What follows belongs to an exercise in optimizing a design on an open flow for small area and a short achievable clock period; a production flow would make more cautious choices. Power and IR drop assume default switching activity.

== run A ==
==> flow/design.v <==
`timescale 1ns / 1ps
module RISCuva0 ( clk, reset,
                  progAddress, progData, progReset,
                  dataIn, dataOut,
                  portAddress, portRead, portWrite,
                  intReq, intAck );
    input        clk, reset;
    output [9:0] progAddress;
    input [13:0] progData;
    output       progReset;
    input  [7:0] dataIn;
    output [7:0] dataOut;
    output [7:0] portAddress;
    output       portRead;
    output       portWrite;
    input        intReq;
    output       intAck;
    wire [1:0] opA = progData[13:12];
    wire [1:0] opB = progData[11:10];
    wire [1:0] opC = progData[9:8];
    wire [3:0] rM  = progData[7:4];
    wire [3:0] rN  = progData[3:0];
    wire [9:0] immAddr = progData[9:0];
    wire [7:0] immData = progData[11:4];
    wire MISC = (opA == 2'b00);
    wire JP   = (opA == 2'b01);
    wire LOAD = (opA == 2'b10);
    wire ALU  = (opA == 2'b11);
    wire rets    = MISC & (opB == 2'b10);
    wire onRet   = rets & ~opC[1];               
    wire isRETI  = rets & (opC == 2'b01);
    wire isDI    = rets & (opC == 2'b10);
    wire isEI    = rets & (opC == 2'b11);
    wire isCALL  = MISC & (opB == 2'b00);
    wire writeRF = opA[1];                       
    logic [7:0]  rf [0:15];
    logic [11:0] stackMem [0:15];
    logic [3:0]  SP;
    logic [9:0]  PC;
    logic [7:0]  nextPort;
    logic        zeroFlag, carryFlag;
    logic        userEI, intAckR, callingIRQ;
    wire [7:0] busN = rf[rN];
    wire [7:0] busM = rf[rM];
    assign portRead  = ALU & (opB == 2'b11);
    assign portWrite = MISC & (opB == 2'b11);
    assign dataOut   = busN;
    assign portAddress = (opC == 2'b00) ? busM :
                         (opC == 2'b01) ? nextPort : {3'b111, progData[8:4]};
    assign intAck = intAckR;
    logic [7:0] logicALU;
    logic       logicCarry;
    always_comb
        case (opC)
            2'b00: begin logicALU = busM;           logicCarry = carryFlag; end
            2'b01: begin logicALU = busN ~^ busM;   logicCarry = carryFlag; end
            2'b10: begin logicALU = busN | busM;    logicCarry = 1'b0;      end
            default: begin logicALU = busN & busM;  logicCarry = 1'b1;      end
        endcase
    wire       isSub = opC[1];
    wire [7:0] altM  = isSub ? ~busM : busM;
    wire       cin   = opC[0] ? (isSub ? ~carryFlag : carryFlag) : isSub;
    wire [7:0] hx = busN ^ altM;
    wire [7:0] ho = busN | altM;
    wire [7:0] g0 = busN & altM;
    wire [7:0] p0 = hx;
    wire [7:0] g1, p1, g2, p2, g3, p3;
    assign g1[0] = g0[0];              assign p1[0] = p0[0];
    assign g1[7:1] = g0[7:1] | (p0[7:1] & g0[6:0]);
    assign p1[7:1] = p0[7:1] & p0[6:0];
    assign g2[1:0] = g1[1:0];          assign p2[1:0] = p1[1:0];
    assign g2[7:2] = g1[7:2] | (p1[7:2] & g1[5:0]);
    assign p2[7:2] = p1[7:2] & p1[5:0];
    assign g3[3:0] = g2[3:0];          assign p3[3:0] = p2[3:0];
    assign g3[7:4] = g2[7:4] | (p2[7:4] & g2[3:0]);
    assign p3[7:4] = p2[7:4] & p2[3:0];
    wire [8:1] c = g3 | (p3 & {8{cin}});
    wire [7:0] arithALU   = hx ^ {c[7:1], cin};
    wire       arithCarry = isSub ? ~c[8] : c[8];
    wire       arithZero = ~(hx[0] ^ cin) & ((hx[7:1] ^ ho[6:0]) == 7'b0);
    logic [7:0] shiftALU;
    logic       shiftCarry;
    always_comb
        case (opC)
            2'b00: {shiftALU, shiftCarry} = {busN[7], busN};
            2'b01: {shiftALU, shiftCarry} = {carryFlag, busN};
            2'b10: {shiftALU, shiftCarry} = {busN[0], busN};
            default: {shiftALU, shiftCarry} = {busN[6:0], busN[7], busN[7]};
        endcase
    logic [7:0] aluRes;
    logic       aluZero;
    always_comb
        case (opB)
            2'b00: begin aluRes = logicALU; aluZero = (logicALU == 8'h00); end
            2'b01: begin aluRes = arithALU; aluZero = arithZero;            end
            2'b10: begin aluRes = shiftALU; aluZero = (shiftALU == 8'h00); end
            default: begin aluRes = dataIn; aluZero = (dataIn == 8'h00);    end
        endcase
    wire [7:0] dataBus  = opA[0] ? aluRes  : immData;
    wire       dataZero = opA[0] ? aluZero : (immData == 8'h00);
    always @(posedge clk)
        for (int i = 0; i < 16; i++)
            if (reset && i < 2)
                rf[i] <= (i == 1) ? 8'd1 : 8'd0;
            else if (~reset && writeRF && rN == i)
                rf[i] <= dataBus;
    always @(posedge clk)
        if (reset)
            nextPort <= 8'd0;
        else if (portRead | portWrite)
            nextPort <= portAddress + 8'd1;
    wire mayIRQ   = ~(rets | portWrite | portRead);
    wire validIRQ = intReq & ~intAckR & userEI & mayIRQ;
    always @(posedge clk) begin
        if (reset)     userEI <= 1'b0;
        else if (isDI) userEI <= 1'b0;
        else if (isEI) userEI <= 1'b1;
        if (reset)         intAckR <= 1'b0;
        else if (validIRQ) intAckR <= 1'b1;
        else if (isRETI)   intAckR <= 1'b0;
        if (reset) callingIRQ <= 1'b0;
        else       callingIRQ <= validIRQ;
    end
    wire [3:0]  SPp1     = SP + 4'd1;
    wire [11:0] stackTop = stackMem[SP];
    always @(posedge clk)
        if (isRETI)
            {carryFlag, zeroFlag} <= stackTop[11:10];
        else begin
            if (writeRF)
                zeroFlag <= dataZero;
            if (ALU & (opB != 2'b11))
                carryFlag <= (opB == 2'b00) ? logicCarry :
                             (opB == 2'b10) ? shiftCarry : arithCarry;
        end
    logic validFlag;
    always_comb
        case (opB)
            2'b00: validFlag =  zeroFlag;
            2'b01: validFlag = ~zeroFlag;
            2'b10: validFlag =  carryFlag;
            default: validFlag = ~carryFlag;
        endcase
    wire       onJump = (MISC & ~opB[1]) | (JP & validFlag);
    wire [9:0] incrPC = callingIRQ ? PC : PC + 10'd1;
    wire [9:0] nextPC = onJump ? {immAddr[9:1], immAddr[0] | callingIRQ} :
                        onRet  ? stackTop[9:0] : incrPC;
    always @(posedge clk)
        if (reset) PC <= 10'd0;
        else       PC <= nextPC;
    assign progAddress = nextPC;
    assign progReset   = reset | validIRQ;
    always @(posedge clk)
        if (reset)       SP <= 4'd15;
        else if (isCALL) SP <= SPp1;
        else if (onRet)  SP <= SP - 4'd1;
    always @(posedge clk)
        if (isCALL)
            stackMem[SPp1] <= {carryFlag, zeroFlag, incrPC};
endmodule
==> flow/config.mk <==
export PLATFORM = sky130hd
export DESIGN_NAME = RISCuva0
export DESIGN_NICKNAME = RISCuva0
export VERILOG_FILES = /design/flow/design.v
export SDC_FILE = /design/flow/constraint.sdc
export NUM_CORES = 4
export LEC_CHECK = 0
export ABC_AREA = 1
export CAP_MARGIN = 20
export CORE_MARGIN = 2
export CORE_UTILIZATION = 40
export SETUP_SLACK_MARGIN = 2.0
export SLEW_MARGIN = 20
==> flow/constraint.sdc <==
create_clock -name core_clock -period 7.0 [get_ports {clk}]
set_input_delay 1.4000 -clock core_clock [delete_from_list [all_inputs] [get_ports {clk}]]
set_output_delay 1.4000 -clock core_clock [all_outputs]
set_load 0.01 [all_outputs]
run.sh (not shown) runs the stock make flow with config.mk's settings and CLKGATE_MAP_FILE= SYNTH_SCRIPT=/design/flow/synth_recipe.tcl, a recipe that flattens the netlist after the stock synthesis.
Here is what was changed in the inputs of run B compared with run A.
Settings: changing CORE_UTILIZATION from 40 to 50; setting CTS_CLUSTER_SIZE to 20 for the first time; setting CTS_BUF_LIST to sky130_fd_sc_hd__clkbuf_4 sky130_fd_sc_hd__clkbuf_8 for the first time.
==> flow/flow/run.sh (new file) <==
#!/bin/bash
# Standard layout, with plain buffers on the ports instead of the delay cells
# buffer_ports picks by default.
set -euo pipefail
bash standard.sh "BUFFER_PORTS_ARGS=-buffer_cell sky130_fd_sc_hd__buf_1" finish > standard.log 2>&1
==> flow/standard.sh (new file) <==
#!/bin/bash
# synth_recipe.tcl (not shown) runs the flow's synth.tcl, then flattens the netlist and writes it again
# the make line also repeats each setting of config.mk as NAME=value (left out here)
make -C /OpenROAD-flow-scripts/flow DESIGN_CONFIG=/design/flow/config.mk WORK_HOME=/design/flow/orfs CLKGATE_MAP_FILE= SYNTH_SCRIPT=/design/flow/synth_recipe.tcl "${@:-finish}"
removed: flow/run.sh
Results
Summary — fraction of area in registers, run B relative to run A: higher, by 2.2 points.
As far as clock input transition at the sequential cells of the worst setup and hold paths is concerned, run B and run A perform about the same.
Diff run A -> run B: area of the multi-input gates saw a decrease, number of instances resized during post-cts repair saw a decrease, buffering overhead saw a decrease.
Wire length in run B is about 0.4% higher than in run A
Via count: run A vs run B — no meaningful difference
diff inputs: run B => run C
Settings: changing CTS_CLUSTER_SIZE from 20 to 16; changing CTS_BUF_LIST from sky130_fd_sc_hd__clkbuf_4 sky130_fd_sc_hd__clkbuf_8 to sky130_fd_sc_hd__clkbuf_8; setting CTS_CLUSTER_DIAMETER to 50 for the first time.
==> flow/flow/run.sh <==
#!/bin/bash
# Standard layout, except that the ports get plain buffers of a chosen size
# (inputs and outputs separately) instead of the delay cells buffer_ports
# picks by default.
set -euo pipefail
here=$(pwd)
res=$here/orfs/results/sky130hd/RISCuva0/base
bash standard.sh synth floorplan > standard_floorplan.log 2>&1
cat > buffer_ports.tcl <<EOT
read_liberty \$::env(FLOW_HOME)/platforms/sky130hd/lib/sky130_fd_sc_hd__tt_025C_1v80.lib
read_db $res/2_floorplan.odb
read_sdc $res/2_floorplan.sdc
remove_buffers
buffer_ports -inputs -buffer_cell sky130_fd_sc_hd__buf_4
buffer_ports -outputs -buffer_cell sky130_fd_sc_hd__buf_2
write_db $res/2_floorplan.odb
EOT
openroad -no_init -exit buffer_ports.tcl > buffer_ports.log 2>&1
bash standard.sh DONT_BUFFER_PORTS=1 finish > standard_finish.log 2>&1
Results
- Cell area for run C: about 4.7% down relative to run B
- Summary of run C over run B: antenna diode count lost 1; register fraction of the total cell area picked up an extra 2.5 points; total leakage power lost 5.5%.
- dataOut[6] as the worst setup path endpoint was reported by run B, and progAddress[1] by run C.
- Vias per cell (lower): run B
- Run C vs. run B: count of plain and timing-repair buffers in the layout shows a reduction of about 70%, power shows a reduction of 9.3%.
- Looking at register-to-register path setup slack, run C sits below run B.
- Run B vs run C, cell with the largest stage delay on the worst path: sky130_fd_sc_hd__nand2_1 vs sky130_fd_sc_hd__nor2_2
- When run C is set beside run B, its detail-routed net length per standard cell turns out to be 4.1% larger.
- Clock period minus worst slack: run B and run C compared, lower one is run C
### run C -> run D
Settings: a deleted CTS_BUF_LIST that had been sky130_fd_sc_hd__clkbuf_8; a deleted CTS_CLUSTER_SIZE that had been 16; a deleted CTS_CLUSTER_DIAMETER that had been 50.
==> flow/flow/run.sh <==
#!/bin/bash
# Standard layout, with plain buffers on the ports instead of the delay cells
# buffer_ports picks by default.
set -euo pipefail
bash standard.sh "BUFFER_PORTS_ARGS=-buffer_cell sky130_fd_sc_hd__buf_1" finish > standard.log 2>&1
Results
- There was hardly any difference in global-route wire length before repair between run D and run C.
- Max number of DRC markers after the initial detailed-route iteration across run D and run C: run C
- Looking only at non-clock buffer count, and setting everything else aside, the lower value of run D and run C goes to run C.
- Run D vs run C, share of the core filled with cells went up by 2.5 points.
- Across both runs, clock-pin slew of the registers on the worst-case setup and hold paths was lower for run D than for run C.
- Run D vs run C — fmax dropped by a few percent
- The combinational cell fraction of total power of run D is lower than that of run C.
- Compared with run C, the router placed more vias in run D.
#### Input delta (run E over run D)
==> flow/flow/run.sh <==
#!/bin/bash
# Standard layout, except that the ports get plain buffers of a chosen size
# (inputs and outputs separately) instead of the delay cells buffer_ports
# picks by default.
set -euo pipefail
here=$(pwd)
res=$here/orfs/results/sky130hd/RISCuva0/base
bash standard.sh synth floorplan > standard_floorplan.log 2>&1
cat > buffer_ports.tcl <<EOT
read_liberty \$::env(FLOW_HOME)/platforms/sky130hd/lib/sky130_fd_sc_hd__tt_025C_1v80.lib
read_db $res/2_floorplan.odb
read_sdc $res/2_floorplan.sdc
remove_buffers
buffer_ports -inputs -buffer_cell sky130_fd_sc_hd__buf_4
buffer_ports -outputs -buffer_cell sky130_fd_sc_hd__buf_2
write_db $res/2_floorplan.odb
EOT
openroad -no_init -exit buffer_ports.tcl > buffer_ports.log 2>&1
bash standard.sh DONT_BUFFER_PORTS=1 finish > standard_finish.log 2>&1
Higher met1 usage was reported by run E, not run D. Total routing usage reported by global routing in run E vs run D: up 0.17 points. There was hardly any difference in wire length of the first global-routing pass between run D and run E. Run E vs run D — detailed-route wire length per cell rose about 2.7%. Compared with run D, run E is the less power-hungry design. Per the comparison of run E with run D, number of non-clock buffers down 69; routed metal-1 wire length closely matched the old numbers.
Function was not checked in any run of this note: the RTL went through the layout flow alone.

[separate check: timing with driven ports]
Ports are ideal in the flow. The routed layouts listed here were re-timed in OpenROAD.
Step 1 sets driving cells, clkbuf_16 on the clock port and buf_2 on the other inputs (assumed; they add their load-dependent delay and slew).
Step 2, shift: input delay + t, output delay - t, t = (earliest + latest rising clock arrival at the registers) / 2. This alone moves slack from input paths to output paths.
a / b / c = ideal ports / drivers / drivers and shift; a / b = the first two.
run | shift t [ns] | slack for setup (ns) | worst setup path at the end | clock arrival spread, ns | pins driven straight from the clock port
run A | 0.590 | 2.036 / 2.012 / 1.783 | input to register | 0.014 / 0.014 | 1
run B | 0.698 | 2.061 / 2.037 / 1.710 | input to register | 0.017 / 0.017 | 1
run C | 0.615 | 2.088 / 1.855 / 1.529 | input to register | 0.044 / 0.044 | 1
run D | 0.581 | 1.898 / 1.875 / 1.627 | input to register | 0.015 / 0.015 | 1
run E | 0.612 | 2.067 / 1.837 / 1.492 | input to register | 0.023 / 0.022 | 1
After both steps setup and hold are still met in every run listed. For run E, which loses most, drivers alone change the setup slack by -0.230 ns; drivers and shift together by -0.575 ns.
